Context: an optimization exercise on an open-source flow, tuned for a short achievable clock period and few clock cycles. The choices shown serve that exercise and are no tape-out recipe.
Where RTL was checked, it was by simulation tests only, not by an equivalence proof against the original.
Power and IR drop assume default switching activity.

middle:
Design srisc_top, start of the top module:
module srisc_top(clk, reset, sw, ledr, halt, ram_addr, ram_write, ram_din, ram_dout);
Size: roughly 3500 cells after synthesis, roughly 530 flip-flops, ~60 I/O pins, ~31000 um2 of cells after synthesis.
make LEC_CHECK=0 ABC_CLOCK_PERIOD_IN_PS=1500 CAP_MARGIN=20 CORE_MARGIN=2 CORE_UTILIZATION=40 SETUP_SLACK_MARGIN=1.8 SLEW_MARGIN=20 finish   # period 5.0 ns
run.sh (not shown) runs the stock make flow with config.mk's settings and CLKGATE_MAP_FILE= SYNTH_SCRIPT=/design/flow/synth_recipe.tcl, a recipe that flattens the netlist after the stock synthesis.
Testbench counts of middle, summed over its fixed seeds: cycles 43,063.
### middle -> east
diff --git a/flow/design.v b/flow/design.v
--- a/flow/design.v
+++ b/flow/design.v
@@ -260,54 +260,54 @@
 		end else begin
 			nfb = pcf; nfb1 = pcf + 8'd1; sqb = 1'b0;
 		end
 	end
 	wire gate = ~sel_e & d_v;
 	wire use_tgt = gate & ~d_btb;     
 	wire use_undo = gate & d_btb;     
 	wire [7:0] nfT  = use_tgt ? d_tgt : nfb;
 	wire [7:0] nfT1 = use_tgt ? d_tgt1 : nfb1;
 	wire [7:0] nfN  = use_undo ? d_pc1 : nfb;
 	wire [7:0] nfN1 = use_undo ? d_pc2 : nfb1;
-	wire [7:0] nf  = dstall ? nfs  : d_pt ? nfT : nfN;
-	wire [7:0] nf1 = dstall ? nfs1 : d_pt ? nfT1 : nfN1;
+	wire [7:0] nfNs  = dstall ? nfs  : nfN;
+	wire [7:0] nfNs1 = dstall ? nfs1 : nfN1;
+	wire [7:0] nf  = d_pt ? nfT : nfNs;
+	wire [7:0] nf1 = d_pt ? nfT1 : nfNs1;
+	wire [7:0] paT  = ex_port ? addr9[7:0] : nfT;
+	wire [7:0] paN  = ex_port ? addr9[7:0] : nfNs;
+	wire [7:0] pcfT = ex_port ? nfT : nfT1;
+	wire [7:0] pcfN = ex_port ? nfNs : nfNs1;
 	wire sqT = sqb | use_tgt;
 	wire sqN = sqb | use_undo;
 	wire squash = dstall ? (sel_e | pf_v) : d_pt ? sqT : sqN;
 	wire lw_we = lw_v & ~(w_we & (w_rd == lw_rd));
 	always_ff @(posedge clk) begin
 		if (w_we) R[w_rd] <= w_res;
 		if (lw_we) R[lw_rd] <= lw_data;
 		w_res <= res;
 		w_rd <= e_wrd;
 		if (ex & e_cmp) begin
 			fN <= diff[15];
 			fV <= (opA[15] & ~shB[15] & ~diff[15]) | (~opA[15] & shB[15] & diff[15]);
 			fZ <= (opA == shB);
 		end
 		led_a <= addr9;
 		led_d <= stdata[7:0];
 		if (led_w & (led_a == 9'h100)) ledr <= led_d;
 		pd <= stdata;
 		pl_rd <= e_wrd;
 		pl_ram <= ~addr9[8];
 		pl_a9 <= addr9;
-		if (ex_port) begin
-			pa <= addr9[7:0];
-			pa_n <= ~addr9[7:0];
-			pcf <= nf;
-		end else begin
-			pa <= nf;
-			pa_n <= ~nf;
-			pcf <= nf1;
-		end
+		pa <= d_pt ? paT : paN;
+		pa_n <= d_pt ? ~paT : ~paN;
+		pcf <= d_pt ? pcfT : pcfN;
 		for (bi = 0; bi < NBT; bi = bi + 1)
 			if (pwi & (bt_tag[bi] == pai)) bt_v[bi] <= 1'b0;
 		if (ex & e_ins) begin
 			bt_v[bt_ptr] <= 1'b1;
 			bt_tag[bt_ptr] <= e_pc;
 			bt_tgt[bt_ptr] <= e_tgt;
 			bt_tgt1[bt_ptr] <= e_tgt1;
 			bt_ptr <= bt_ptr + 2'd1;
 		end
 		hold_ir <= I;
 		h_seln <= seln;
[summary]
Summary of east over middle: basic-gate share of the synthesized area counting and, or, nand and nor cells stayed essentially flat; final worst slack went up 0.18 ns; core outline area has remained practically unchanged.
Compared with middle, in east first-iteration DRC count has increased, via count +366, post-cts gate resize count fell by 3.5%, die outline width held.
A uppermost signal routing layer after detailed routing of met4 is what middle shows, while met5 belongs to east.
| worst slack after detailed placement | east vs middle | better |
Of east and middle, the lower number of nets in the final layout belongs to east.
On first-pass GRT wire length, the lower figure sits with middle, not east.
Portion of the clock cycle consumed by the worst path in the final layout: east and middle compared, lower one is east
Peak clock frequency supported by timing: east vs middle up 15 MHz
Diff middle -> east | finished layout cell area | decrease of 0.46%
Only the layout flow was run in east; the RTL was not checked for function there.

* * *

Setup of lane 1:
Another version of the RTL of srisc_top (not shown whole).
Size in the first run: about 3500 cells after synthesis, roughly 530 flip-flops, ~31000 um^2 of cells after synthesis.
## srisc_top
module srisc_top(clk, reset, sw, ledr, halt, ram_addr, ram_write, ram_din, ram_dout);
export LEC_CHECK = 0
export ABC_CLOCK_PERIOD_IN_PS = 1500
export CAP_MARGIN = 20
export CORE_MARGIN = 2
export CORE_UTILIZATION = 40
export SETUP_SLACK_MARGIN = 1.8
export SLEW_MARGIN = 20
create_clock -name core_clock -period 5.0 [get_ports {clk}]
Testbench counts of lane 1, summed over its fixed seeds: cycles 43,063.
> inputs changed (lane 1 -> lane 2)
-- flow/design.v --
<<< lane 1, line 190
	wire e_cmpv = e_v & e_cmp;
	wire z_now = e_cmpv ? (opA == shB) : fZ;
	wire lt_now = e_cmpv ? ((opA[15] ^ shB[15]) ? opA[15] : (opA[14:0] < shB[14:0])) : (fN ^ fV);
	wire [15:0] Ir = ram_dout;
	wire r_bcc = (Ir[15:13] == 3'b001);
>>> lane 2, line 190
	wire e_cmpv = e_v & e_cmp;
	wire z_now = e_cmpv ? (opA == shB) : fZ;
	wire lt_now = e_cmpv ? ($signed(opA) < $signed(shB)) : (fN ^ fV);
	wire [15:0] Ir = ram_dout;
	wire r_bcc = (Ir[15:13] == 3'b001);
<<< lane 1, line 246
	wire [7:0] nfa  = kill_e ? e_pc  : e_redir ? e_tsel  : d_pc;
	wire [7:0] nfa1 = kill_e ? e_pc1 : e_redir ? e_tsel1 : d_pc1;
	wire [7:0] nfs  = sel_e ? nfa  : pf_v ? pai : pcf;
	wire [7:0] nfs1 = sel_e ? nfa1 : pf_v ? pcf : pcf + 8'd1;
	reg [7:0] nfb, nfb1;
	reg sqb;
>>> lane 2, line 246
	wire [7:0] nfa  = kill_e ? e_pc  : e_redir ? e_tsel  : d_pc;
	wire [7:0] nfa1 = kill_e ? e_pc1 : e_redir ? e_tsel1 : d_pc1;
	wire pri = sel_e | dstall;
	reg [7:0] nfb, nfb1;
	reg sqb;
<<< lane 1, line 254
		if (sel_e) begin
			nfb = nfa; nfb1 = nfa1;
		end else if (d_redir7) begin
			nfb = d_tgt7; nfb1 = d_tgt71;
>>> lane 2, line 253
		if (sel_e) begin
			nfb = nfa; nfb1 = nfa1;
		end else if (dstall) begin
			if (pf_v) begin
				nfb = pai; nfb1 = pcf;
			end else begin
				nfb = pcf; nfb1 = pcf + 8'd1; sqb = 1'b0;
			end
		end else if (d_redir7) begin
			nfb = d_tgt7; nfb1 = d_tgt71;
<<< lane 1, line 262
		end
	end
	wire gate = ~sel_e & d_v;
	wire use_tgt = gate & ~d_btb;     
	wire use_undo = gate & d_btb;     
>>> lane 2, line 267
		end
	end
	wire gate = ~pri & d_v;
	wire use_tgt = gate & ~d_btb;     
	wire use_undo = gate & d_btb;     
<<< lane 1, line 269
	wire [7:0] nfN  = use_undo ? d_pc1 : nfb;
	wire [7:0] nfN1 = use_undo ? d_pc2 : nfb1;
	wire [7:0] nf  = dstall ? nfs  : d_pt ? nfT : nfN;
	wire [7:0] nf1 = dstall ? nfs1 : d_pt ? nfT1 : nfN1;
	wire sqT = sqb | use_tgt;
	wire sqN = sqb | use_undo;
	wire squash = dstall ? (sel_e | pf_v) : d_pt ? sqT : sqN;
	wire lw_we = lw_v & ~(w_we & (w_rd == lw_rd));
	always_ff @(posedge clk) begin
>>> lane 2, line 274
	wire [7:0] nfN  = use_undo ? d_pc1 : nfb;
	wire [7:0] nfN1 = use_undo ? d_pc2 : nfb1;
	wire [7:0] nf  = d_pt ? nfT : nfN;
	wire [7:0] nf1 = d_pt ? nfT1 : nfN1;
	wire sqT = sqb | use_tgt;
	wire sqN = sqb | use_undo;
	wire squash = d_pt ? sqT : sqN;
	wire lw_we = lw_v & ~(w_we & (w_rd == lw_rd));
	always_ff @(posedge clk) begin
<<< lane 1, line 375
			pf_v <= ~ex_port;
			pl_v <= ex_ld;
			d_v <= dstall ? d_ok : d_pt ? (pf_v & ~sqT) : (pf_v & ~sqN);
			d_hold <= d_wait;
			lw_v <= pl_v & ~(we_e & (e_wrd == pl_rd));
>>> lane 2, line 380
			pf_v <= ~ex_port;
			pl_v <= ex_ld;
			d_v <= d_pt ? (d_wait | (pf_v & ~sqT)) : (d_wait | (pf_v & ~sqN));
			d_hold <= d_wait;
			lw_v <= pl_v & ~(we_e & (e_wrd == pl_rd));
==> notes.md <==
Every stage of the flow completed for lane 2, and the final layout passed the timing, DRC and antenna checks. Lane 2 vs lane 1 on aggregate global-route resource usage: lane 2 is the lower one. | net count after synthesis | higher: lane 1 |. Summary of lane 2 over lane 1: number of signal-net buffers in the layout dropped 14%; clock network power share climbed 0.5 points; total detailed-routing wirelength dropped about 4%; xor/xnor share of the synthesized area barely changed; period utilization climbed 11 points. Most common library cell in the layout ignoring fill and taps = sky130_fd_sc_hd__nor2_1: lane 1; most common library cell in the layout ignoring fill and taps = sky130_fd_sc_hd__nand2_1: lane 2.
The RTL of lane 2 was laid out without a check of its function.

==> re-timing with driven ports <==
The results above use ideal ports. As a check the final layouts listed here were re-extracted and re-timed, cells and wires unchanged. Step 1, drivers: a clkbuf_16 drives clk and a buf_2 each remaining input, both assumed. Step 2 times the ports against the registers' clock, not the clock port: input delays grow and output delays shrink by t, the midpoint of the rising clock arrivals with the driver on. Three values: no drivers, after step 1, after step 2; two values: the first two.
run	shift t [ns]	setup slack, ns	slew at the worst register clock pin (ns)
middle	0.715	1.519 / 1.558 / 0.843	0.07 / 0.07
east	0.727	1.696 / 1.659 / 0.932	0.08 / 0.08
lane 1	0.726	1.550 / 1.550 / 0.903	0.07 / 0.07
lane 2	0.714	1.016 / 1.016 / 0.818	0.08 / 0.08
After both steps setup and hold are still met in every run listed. For east, which loses most, drivers alone change the setup slack by -0.037 ns; drivers and shift together by -0.764 ns.
